This design comes from an exercise in tuning for small area on the open sky130 flow, not from production work.
The RTL was checked by simulation tests, not by an equivalence proof against the original design.
Power and IR drop assume default switching activity.

==> flow/design.v <==
`timescale 1ns / 1ps
module spi_interface(
	input wire	       SCLK,
	input wire	       MOSI,
	input wire	       CSN,
	input wire	       rst_n,
	input wire         tap,
	output reg	       MISO,
	output reg	       MISO_enable,
	output wire        clr,
	output wire        ins_act,
	output wire        ins_bit,
	output reg [7:0]   wadr,
	output reg [7:0]   radr,
	output wire [1:0]  rq
);
	reg [5:0]  pos;       
	reg        rw;        
	reg [3:0]  ph;        
	reg        done;      
	reg [3:0]  e;         
	reg [3:0]  z;         
	reg [15:0] sr;        
	reg [3:0]  k;         
	reg        wact;      
	wire start    = (pos == 6'd0 || pos == 6'd34) && !CSN;
	wire in_data  = pos >= 6'd14 && pos <= 6'd29;    
	wire win_go   = rw && pos >= 6'd15 && pos <= 6'd30 && ph == 4'd0;
	assign clr     = !done;
	assign ins_act = wact | win_go;
	assign ins_bit = sr[k] & done;
	assign rq      = e[3:2];
	always @(posedge SCLK or negedge rst_n)
	begin
		if (rst_n == 1'b0) begin
			pos  <= 6'd0;
			ph   <= 4'd0;
			done <= 1'b0;
			wact <= 1'b0;
		end else begin
			if (start)
				pos <= 6'd1;
			else if (pos == 6'd0 || pos == 6'd34)
				pos <= 6'd0;
			else
				pos <= pos + 1'b1;
			ph <= ph + 1'b1;
			if (ph == 4'd13)
				done <= 1'b1;
			if (win_go)
				wact <= 1'b1;
			else if (ph == 4'd15)
				wact <= 1'b0;
		end
	end
	always @(posedge SCLK)
	begin
		if (start)
			rw <= MOSI;
		if (pos >= 6'd1 && pos <= 6'd8)
			radr <= {radr[6:0], MOSI};
		if (pos == 6'd9)
			e <= ph + 4'd3;
		if (pos == 6'd14) begin
			k    <= ~ph;
			wadr <= radr;
		end
		sr <= {sr[14:0], in_data ? MOSI : sr[15]};
		z  <= {z[2:0], tap & done};
	end
	always @(negedge SCLK or negedge rst_n)
	begin
		if (rst_n == 1'b0) begin
			MISO        <= 1'b0;
			MISO_enable <= 1'b0;
		end else begin
			MISO_enable <= !rw && pos >= 6'd14 && pos <= 6'd29;
			MISO        <= !rw && pos >= 6'd14 && pos <= 6'd29 && z[e[1:0]];
		end
	end
endmodule  
`timescale 1ns / 1ps
module register_array(
    input wire clk,
    input wire clr,           
    input wire ins_act,       
    input wire ins_bit,       
    input wire [7:0] wadr,
    input wire [7:0] radr,
    input wire [1:0] rq,      
    output wire tap
);
wire [4*256-1:0] taps;
genvar g;
generate
    for (g = 0; g < 256; g = g + 1) begin : row
        reg [15:0] ring;
        wire sel = clr | (ins_act && wadr == g);
        always @(posedge clk)
            ring <= {ring[14:0], sel ? ins_bit : ring[15]};
        assign taps[4*g +: 4] = {ring[12], ring[8], ring[4], ring[0]};
    end
endgenerate
assign tap = taps[{radr, rq}];
endmodule
`timescale 1 ns / 1 ps 
module rst_syn(
    input wire clk,
    input wire rst_n,
    output reg rst_n_syn
);
reg out1;
always @(posedge clk or negedge rst_n)
begin
    if(rst_n == 0) begin
        out1 <= 1'b0;
        rst_n_syn <= 1'b0;
    end else begin
        out1 <= 1'b1;
        rst_n_syn <= out1;
    end
end
endmodule
`timescale 1ns / 1ps
module proj9_top(
	input wire  SCLK,
	input wire  MOSI,
	input wire  CSN,
	input wire  rst_n,
	output wire MISO,
	output wire MISO_enable
);
   wire         rst_n_syn;
   wire         clr;
   wire         ins_act;
   wire         ins_bit;
   wire [7:0]   wadr;
   wire [7:0]   radr;
   wire [1:0]   rq;
   wire         tap;
   spi_interface cmd_interface(
		.SCLK(SCLK),
		.MOSI(MOSI),
		.CSN(CSN),
		.rst_n(rst_n_syn),
		.tap(tap),
		.MISO(MISO),
		.MISO_enable(MISO_enable),
		.clr(clr),
		.ins_act(ins_act),
		.ins_bit(ins_bit),
		.wadr(wadr),
		.radr(radr),
		.rq(rq)
	);
   register_array regi_modu(
		.clk(SCLK),
		.clr(clr),
		.ins_act(ins_act),
		.ins_bit(ins_bit),
		.wadr(wadr),
		.radr(radr),
		.rq(rq),
		.tap(tap)
   );
   rst_syn reset_s(
		.clk(SCLK),
		.rst_n(rst_n),
		.rst_n_syn(rst_n_syn)
   );
endmodule  
export LEC_CHECK = 0
export CAP_MARGIN = 20
export CORE_MARGIN = 2
export CORE_UTILIZATION = 70
export CTS_BUF_LIST = sky130_fd_sc_hd__clkbuf_8
export CTS_CLUSTER_SIZE = 40
export SLEW_MARGIN = 20
create_clock -name core_clock -period 10.0 [get_ports {SCLK}]
run.sh (not shown) runs the stock make flow with config.mk's settings and CLKGATE_MAP_FILE= SYNTH_SCRIPT=/design/flow/synth_recipe.tcl, a recipe that flattens the netlist after the stock synthesis.
The baseline completed without violations.
Then changed:
CTS_BUF_LIST = sky130_fd_sc_hd__clkbuf_4   (was sky130_fd_sc_hd__clkbuf_8)
CTS_CLUSTER_SIZE = 20   (was 40)
- The new run completed without violations
- synthesized area stays the same
- first-iteration DRC count falls by 8.7%
- cell count grows by 6.7%
- power is lower by 0.78%
- core utilization is about the same
- non-clock buffer count stays the same
- sequential cell count stays the same
- clock-buffer cell count rises by 650
- routed wire length barely changes
- clock power is about the same

---

Setup of build 65:
proj9_top, a different RTL version from the one above (not shown whole).
Size in the first run: about 5200 cells after synthesis, roughly 6 I/O pins, about 90000 um^2 of cells after synthesis.
==> flow/config.mk <==
export PLATFORM = sky130hd
export DESIGN_NAME = proj9_top
export DESIGN_NICKNAME = proj9_top
export VERILOG_FILES = /design/flow/design.v
export SDC_FILE = /design/flow/constraint.sdc
export NUM_CORES = 8
export LEC_CHECK = 0
export CAP_MARGIN = 5
export CORE_MARGIN = 2
export CORE_UTILIZATION = 70
export PLACE_DENSITY = 0.72
export SLEW_MARGIN = 5
==> flow/constraint.sdc <==
create_clock -name core_clock -period 10.0 [get_ports {SCLK}]
set_input_delay 2.0000 -clock core_clock [delete_from_list [all_inputs] [get_ports {SCLK}]]
set_output_delay 2.0000 -clock core_clock [all_outputs]
set_load 0.01 [all_outputs]
standard.sh (not shown) runs the stock make flow with config.mk's settings and CLKGATE_MAP_FILE= SYNTH_SCRIPT=/design/flow/synth_recipe.tcl, a recipe that flattens the netlist after the stock synthesis.
==> flow/flow/run.sh <==
#!/bin/bash
# Own layout flow: the standard ORFS flow (standard.sh) with two changes:
#  - synthesis maps the combinational logic with ABC's area-oriented default
#    mapping (flow/abc_map.script) instead of ORFS's delay-oriented script;
#    registers are mapped exactly as in the standard synthesis;
#  - clock tree synthesis inserts no dummy loads.
# ORFS writes each step's full log under orfs/logs/; make's output for each
# phase goes to logs/ here.
set -euo pipefail
W=$PWD
mkdir -p "$W/logs"
rm -rf "$W/scripts_mod"
cp -r "$FLOW_HOME/scripts" "$W/scripts_mod"
cp "$W/flow/abc_map.script" "$W/scripts_mod/abc_speed.script"
bash standard.sh SCRIPTS_DIR="$W/scripts_mod" synth > "$W/logs/synth.log" 2>&1
export CTS_ARGS="-sink_clustering_enable -repair_clock_nets -sink_clustering_size 20 -sink_clustering_max_diameter 45 -buf_list sky130_fd_sc_hd__clkbuf_8 -dont_use_dummy_load"
export BUFFER_PORTS_ARGS="-buffer_cell sky130_fd_sc_hd__buf_2"
bash standard.sh finish > "$W/logs/finish.log" 2>&1
==> flow/flow/abc_map.script <==
strash
&get -n
&fraig -x
&put
scorr
dc2
strash
&get -n
&dch -f
&nf -R 1000
&put
Modified inputs, build 37 compared to build 65
Settings: PLACE_DENSITY no longer set, was 0.72; CORE_UTILIZATION now 75, was 70.
==> flow/flow/run.sh <==
#!/bin/bash
# Own layout flow: the standard ORFS flow (standard.sh) with three changes:
#  - synthesis maps the combinational logic with ABC's area-oriented default
#    mapping (flow/abc_map.script) instead of ORFS's delay-oriented script;
#    registers are mapped exactly as in the standard synthesis;
#  - clock tree synthesis inserts no dummy loads;
#  - the port buffers are buf_2 cells.
# ORFS writes each step's full log under orfs/logs/; make's output for each
# phase goes to logs/ here.
set -euo pipefail
W=$PWD
mkdir -p "$W/logs"
rm -rf "$W/scripts_mod"
cp -r "$FLOW_HOME/scripts" "$W/scripts_mod"
cp "$W/flow/abc_map.script" "$W/scripts_mod/abc_speed.script"
bash standard.sh SCRIPTS_DIR="$W/scripts_mod" synth > "$W/logs/synth.log" 2>&1
export CTS_ARGS="-sink_clustering_enable -repair_clock_nets -sink_clustering_size 20 -sink_clustering_max_diameter 45 -buf_list sky130_fd_sc_hd__clkbuf_8 -dont_use_dummy_load"
export BUFFER_PORTS_ARGS="-buffer_cell sky130_fd_sc_hd__buf_2"
export RECOVER_POWER=100
export POST_GLOBAL_ROUTE_TCL="$W/flow/post_grt.tcl"
bash standard.sh finish > "$W/logs/finish.log" 2>&1
==> flow/flow/post_grt.tcl (new file) <==
# Sourced by ORFS's global_route.tcl at its end (POST_GLOBAL_ROUTE_TCL): after
# power recovery has downsized non-critical cells, repair max slew and max
# capacitance again, legalize, and route the changed nets incrementally.
global_route -start_incremental
estimate_parasitics -global_routing
repair_design_helper
detailed_placement
global_route -end_incremental
estimate_parasitics -global_routing
report_check_types -max_slew -max_capacitance
Findings:
The final total power of build 65 and that of build 37 are within noise of each other. Build 37 leaves more setup margin than build 65. | relative contribution of the clock network to total power | build 65 vs build 37 | ≈ equal |. Build 37: clock insertion delay at the later pin of the skew report is 0.02 ns higher than what build 65 reported. Status: post-route cell area parity (build 37, build 65). From the logs: build 37 reached the end of the flow and failed the layout checks with capacitance limit, slew limit.
> inputs changed (build 37 -> build 29)
==> flow/flow/run.sh <==
#!/bin/bash
# Own layout flow: the standard ORFS flow (standard.sh) with two changes:
#  - synthesis maps the combinational logic with ABC's area-oriented default
#    mapping (flow/abc_map.script) instead of ORFS's delay-oriented script;
#    registers are mapped exactly as in the standard synthesis;
#  - clock tree synthesis inserts no dummy loads.
# ORFS writes each step's full log under orfs/logs/; make's output for each
# phase goes to logs/ here.
set -euo pipefail
W=$PWD
mkdir -p "$W/logs"
rm -rf "$W/scripts_mod"
cp -r "$FLOW_HOME/scripts" "$W/scripts_mod"
cp "$W/flow/abc_map.script" "$W/scripts_mod/abc_speed.script"
bash standard.sh SCRIPTS_DIR="$W/scripts_mod" synth > "$W/logs/synth.log" 2>&1
export CTS_ARGS="-sink_clustering_enable -repair_clock_nets -sink_clustering_size 20 -sink_clustering_max_diameter 45 -buf_list sky130_fd_sc_hd__clkbuf_8 -dont_use_dummy_load"
bash standard.sh finish > "$W/logs/finish.log" 2>&1
removed: flow/flow/post_grt.tcl
Findings:
Build 29: done, clean on timing, DRC and antenna. When build 29 is set beside build 37, its worst setup slack turns out to be 0.032 ns larger. On tightest hold margin, build 37 and build 29 are basically level. Summary of build 29 over build 37: global routing met3 resource utilization rose by 0.41 points, met2 track utilization from global routing rose by 2.2 points, internal power contribution stayed essentially flat.
